From an optimization exercise on the open Yosys and OpenROAD flow, aimed at small area, a short achievable clock period and few clock cycles; shortcuts taken in it are not production practice. Only the layout flow was run in this run; the RTL was not checked for function there. No activity file was given, so power comes from the tool's default toggle rates.

==> design.v <==
module CHIP(
    input         clk, rst_n ,
    output        mem_wen_D  ,
    output [31:0] mem_addr_D ,
    output [31:0] mem_wdata_D,
    input  [31:0] mem_rdata_D,
    output [31:0] mem_addr_I ,
    input  [31:0] mem_rdata_I
);
    integer i;
    reg [31:1] pc;
    reg [31:0] rf [1:31];
    reg [31:1] valid;
    reg        v2, we2, ld2, st2, beq2, jalr2, link2, sub2, and2, or2, slt2, imm2_sel;
    reg [4:0]  rd2;
    reg [31:0] a2, b2, i2;
    reg        we3, ld3, wen3;
    reg [4:0]  rd3;
    reg [31:0] r3, sd3;
    wire [31:0] inst = {mem_rdata_I[7:0], mem_rdata_I[15:8], mem_rdata_I[23:16], mem_rdata_I[31:24]};
    wire [31:0] pc32 = {pc, 1'b0};
    assign mem_addr_I = pc32;
    wire is_r    = inst[4];
    wire is_lw   = !inst[5];
    wire is_sw   = !inst[6] & inst[5] & !inst[4];
    wire is_beq  = inst[6] & !inst[2];
    wire is_jal  = inst[3];
    wire is_jalr = inst[2] & !inst[3];
    wire is_link = inst[2];
    wire wr1     = inst[4] | !inst[5] | inst[2];
    wire [4:0] rs1 = inst[19:15];
    wire [4:0] rs2 = inst[24:20];
    wire [4:0] rd1 = inst[11:7];
    wire [31:0] imm_i = {{20{inst[31]}}, inst[31:20]};
    wire [31:0] imm_s = {{20{inst[31]}}, inst[31:25], inst[11:7]};
    wire [31:0] imm_b = {{20{inst[31]}}, inst[7], inst[30:25], inst[11:8], 1'b0};
    wire [31:0] imm_j = {{12{inst[31]}}, inst[19:12], inst[20], inst[30:21], 1'b0};
    wire [31:0] br_tgt = pc32 + (inst[3] ? imm_j : imm_b);
    wire [31:1] pc4    = pc + 31'd2;
    reg [31:0] rf1, rf2;
    always @(*) begin
        rf1 = 32'd0;
        rf2 = 32'd0;
        for (i = 1; i < 32; i = i + 1) begin
            rf1 = rf1 | ({32{rs1 == i && valid[i]}} & rf[i]);
            rf2 = rf2 | ({32{rs2 == i && valid[i]}} & rf[i]);
        end
    end
    wire [31:0] r2;
    wire [31:0] wb3 = ld3 ? {mem_rdata_D[7:0], mem_rdata_D[15:8], mem_rdata_D[23:16], mem_rdata_D[31:24]} : r3;
    wire f2_1 = v2 & we2 & (rd2 == rs1);
    wire f2_2 = v2 & we2 & (rd2 == rs2);
    wire f3_1 = we3 & (rd3 == rs1);
    wire f3_2 = we3 & (rd3 == rs2);
    wire [31:0] a1 = f2_1 ? r2 : f3_1 ? wb3 : rf1;
    wire [31:0] b1 = is_link ? {pc4, 1'b0} : f2_2 ? r2 : f3_2 ? wb3 : rf2;
    wire stall = v2 & ld2 & we2 & ((rd2 == rs1) | (rd2 == rs2));
    wire [31:0] yv  = imm2_sel ? i2 : b2;
    wire [31:0] sum = a2 + (yv ^ {32{sub2}}) + {31'd0, sub2};
    wire        lt  = (a2[31] ^ b2[31]) ? a2[31] : sum[31];
    assign r2 = and2  ? (a2 & b2) :
                or2   ? (a2 | b2) :
                slt2  ? {31'd0, lt} :
                link2 ? b2 : sum;
    wire        eq       = (a2 == b2);
    wire        redirect = v2 & ((beq2 & eq) | jalr2);
    wire [31:1] target   = jalr2 ? sum[31:1] : i2[31:1];
    assign mem_addr_D  = r3;
    assign mem_wdata_D = {sd3[7:0], sd3[15:8], sd3[23:16], sd3[31:24]};
    assign mem_wen_D   = wen3;
    always @(posedge clk) begin
        if (!rst_n) begin
            pc   <= 31'd0;
            v2   <= 1'b0;
            we3  <= 1'b0;
            wen3 <= 1'b0;
        end else begin
            if (redirect)     pc <= target;
            else if (stall)   pc <= pc;
            else if (is_jal)  pc <= br_tgt[31:1];
            else              pc <= pc4;
            v2   <= !redirect & !stall;
            we3  <= v2 & we2;
            wen3 <= v2 & st2;
        end
        we2      <= wr1 & (rd1 != 5'd0);
        ld2      <= is_lw;
        st2      <= is_sw;
        beq2     <= is_beq;
        jalr2    <= is_jalr;
        link2    <= is_link;
        sub2     <= (is_r & inst[30]) | (is_r & !inst[14] & inst[13]);
        and2     <= is_r & inst[14] & inst[13] & inst[12];
        or2      <= is_r & inst[14] & inst[13] & !inst[12];
        slt2     <= is_r & !inst[14] & inst[13];
        imm2_sel <= !is_r & !is_beq;
        rd2      <= rd1;
        a2       <= a1;
        b2       <= b1;
        i2       <= is_beq ? br_tgt : is_sw ? imm_s : imm_i;
        ld3 <= ld2;
        rd3 <= rd2;
        r3  <= r2;
        sd3 <= b2;
        if (we3) rf[rd3] <= wb3;
    end
    always @(posedge clk) begin
        if (!rst_n) valid <= 31'd0;
        else if (we3) valid[rd3] <= 1'b1;
    end
endmodule
==> run.sh <==
#!/bin/bash
# synth_recipe.tcl (not shown) runs the flow's synth.tcl, then flattens the netlist and writes it again
# the make line also repeats each setting of config.mk as NAME=value (left out here)
make -C /OpenROAD-flow-scripts/flow DESIGN_CONFIG=/design/flow/config.mk WORK_HOME=/design/flow/orfs CLKGATE_MAP_FILE= SYNTH_SCRIPT=/design/flow/synth_recipe.tcl finish
==> config.mk <==
export PLATFORM = sky130hd
export DESIGN_NAME = CHIP
export DESIGN_NICKNAME = CHIP
export VERILOG_FILES = /design/flow/design.v
export SDC_FILE = /design/flow/constraint.sdc
export NUM_CORES = 4
export LEC_CHECK = 0
export CAP_MARGIN = 20
export CORE_MARGIN = 2
export CORE_UTILIZATION = 40
export SLEW_MARGIN = 20
==> constraint.sdc <==
create_clock -name core_clock -period 10.5 [get_ports {clk}]
set_input_delay 2.1000 -clock core_clock [delete_from_list [all_inputs] [get_ports {clk}]]
set_output_delay 2.1000 -clock core_clock [all_outputs]
set_load 0.01 [all_outputs]
==> results.cfg <==
[sta]
tightest_slew_ns = 1.29
hold_slack_ns = 0.379
finalClockSkew_ns = 0.0370
post-route-min-period_ns = 5.98
rsz0062_at_grt = no
setup_tns_ns = 0
clock.fmax_mhz = 167
maxSlewHeadroom_pct = 13.8
finalHoldViolCount = 0
finalSetupViolations = 0
post-route-period-util_pct = 57.0
finalMaxSlewViolations = 0

[grt]
track_usage_pct = 35.9
grt_pass1_vias = 45702
overflow = 0
grt_pass1_wl_um = 367000
grt_max_degree = 52
grt_antenna_before_repair = 9

[flow_run]
cap_viol_max_count = 0

[final_layout]
stdcell_count = 6705
nets = 4907
syn2layout_area_growth_pct = 14.5
drive_gt1_share_pct = 10.6
final_util_pct = 46.3

[drt]
routed_via_density = 7.40
drtAntennaViolNets = 0
drc = 0
vias = 49609
first_iter_violations = 12105
wl_per_cell_um = 40.7
wl_um = 273000
dr.pass1.iters = 14

[clocking]
clkLatencyLatePin_ns = 0.79
cts_made_buffers = 133
cts_tree = built
cts_resized = 0
cts_hold_buf = 0
post-cts-setup-buffers = 0
cts.clk_slew.worst_paths_ns = 0.06
cts_sinks = 1239
cts_buffer_depth = 3
root_buffer = clkbuf_16
htree_levels = 4

[synth]
synth_enable_flop_cells = 992
synth_area_leaders = edfxtp_1 52%, dfxtp_1 8.6%, a22oi_1 6.8%
avgSynthCellArea_sq_um = 12.4
synthArstFlopShare_pct = 0
yosysSeqAreaShare_pct = 60.5
yosysMostFrequentCell = edfxtp_1
synth_top_area_cell = edfxtp_1
yosysWarningCount = 1
ys_types = 81
synth_seq_cells = 1239
synth_area_sq_um = 57400
synth_top_flop_cell = edfxtp_1
synth_nets = 4838
yosysTopAreaCellShare_pct = 51.9
synth_common_cells = 992 x edfxtp_1, 519 x a22oi_1, 306 x clkbuf_1
syn_inst = 4631

[placed_design]
dp.cells = 6455
gp_congestion = 0.978
port_buffers = 159
dp_hpwl_um = 157000

[floorplanning]
boundaryPins = 163
die_height_um = 383
core_area_sq_um = 142000
core.rowCount = 138
fp.dieW_um = 383
start_util_pct = 40.4
die_area_sq_um = 146000

[worst_setup_path]
startpoint = mem_rdata_I[0]
path_max_fanout = 20
critPathKind = primary input to flip-flop
crit-reg2reg-launch = imm2_sel
required_ns = 11.14
start_kind = primary input
arrival_ns = 6.62
worstSetupEndpointType = flip-flop

[pwr]
p_per_area_nw_per_um2 = 178
internal_power_w = 0.00867
power.switching_w = 0.00300
p_leak_nw = 22.3
p_total_w = 0.0117
comb_power_share_pct = 10.7
p_seq_share_pct = 48.5
swShare_pct = 25.7
power_frac_clock_pct = 40.7
vdd_drop_max_uv = 173

[min_path]
hp-class = flip-flop to flip-flop
hold_path.startpoint = ld2

[status]
status = complete, no violations
cell type report:
type / count / area (sq um)
Clock inverter: 75 / 706
Antenna cell: 10 / 25.0
Fill cell: 12699 / 76200
Timing Repair Buffer: 300 / 2640
Multi-Input combinational cell: 2913 / 21200
Tap cell: 1890 / 2360
Sequential cell: 1239 / 34700
Clock buffer: 165 / 3620
Inverter: 113 / 424
through the flow:
step | setup slack [ns] | cell area, sq um
floorplan | 4.78 | 57400
global placement | 3.88 | 61300
detailed placement | 3.90 | 61300
CTS | 4.68 | 65700
global route | 4.50 | 65700
finish | 4.52 | 65700
cell usage in the layout, fill, tap and decap left out, types with 23 or more instances in the layout:
cell and n:
nor3_1 60, mux2_2 50, o21a_1 39, ha_1 139
edfxtp_1 992, nand3_1 150, clkinv_2 23, xor2_1 46
nand2_1 149, buf_4 141, clkbuf_16 138, clkinv_1 30
nor2_1 218, nand4_1 146, a21o_1 26, clkdlybuf4s50_1 157
mux2i_1 60, nor4_1 30, a222oi_1 74, xnor2_1 89
a221oi_1 210, a22oi_1 519, dfxtp_1 244, o21ai_0 131
inv_1 110, a22o_1 198, and3_2 48, a21oi_1 144
registers in the layout (all words and copies together), names as in the netlist, 5 cells and up:
name	cells
rd3	5
r3	32
sd3	32
rd2	5
a2	32
b2	32
i2	32
rf	992
pc	31
valid	31
routing by layer:
metal	vias to the layer above	wire length (um)	track usage, %
met5	-	471	0.992
met4	20	21900	22.4
met3	1500	45700	14.8
met2	5434	112000	51.9
met1	23771	92800	44.2
li1	18884	-	-
worst max-delay path: stages:
cell	delay (ns)
clkdlybuf4s50_1	0.82
nor3b_1	0.37
and3_2	0.58
buf_4	0.47
a22o_1	0.31
a221oi_1	0.20
nand3_1	0.10
or4_1	0.55
mux2i_1	0.70
mux2_2	0.30
o21ai_0	0.07
cells by family after synthesis:
family | count (synthesis) | share of synthesized area (%)
mux | 111 | 2.05
simple gates | 985 | 8.72
fa+ha+maj | 141 | 3.10
other cells | 1 | 0.00654
flops | 1239 | 60.5
compound gates | 1539 | 20.3
xor+xnor | 136 | 2.09
buf+inv | 479 | 3.18
power groups by stage:
stage                     registers [W]  clock network (W)  logic, W
after global routing            0.00567            0.00493   0.00133
after floorplan                 0.00573                  0  0.000698
final                           0.00566            0.00475   0.00125
after detailed placement        0.00576                  0   0.00121
after CTS                       0.00566            0.00474   0.00122
after global placement          0.00576                  0   0.00120
final timing paths:
| check | endpoint | slack [ns] | cells past startpoint |
|---|---|---|---|
| hold / removal | ld3 | 0.38 | 0 |
| setup / recovery | b2[13] | 4.52 | 11 |
| setup reg to reg | b2[28] | 5.16 | 13 |
| hold reg to reg | ld3 | 0.38 | 0 |

[port drivers added, routing unchanged]
The flow's constraints put no driver on any port. The routed layout listed below was extracted and timed again, unchanged, in two steps.
Step 1, drivers: a clkbuf_16 drives clk and a buf_2 each remaining input, both assumed.
Step 2 also shifts input and output timing later by t, the mid clock arrival at the registers, as if the neighbouring blocks saw the same clock.
Slacks: ideal / step 1 / step 2; pairs: ideal / step 1.
shift t [ns]: 0.855
setup slack, ns: 4.516 / 4.572 / 3.718
latest minus earliest clock arrival (ns): 0.038 / 0.037
worst register clock-pin slew, ns: 0.07 / 0.07
cell pins on the clock port's net: 1
After both steps this run still meets setup and hold. For this run, drivers alone change the setup slack by +0.056 ns; drivers and shift together by -0.798 ns.
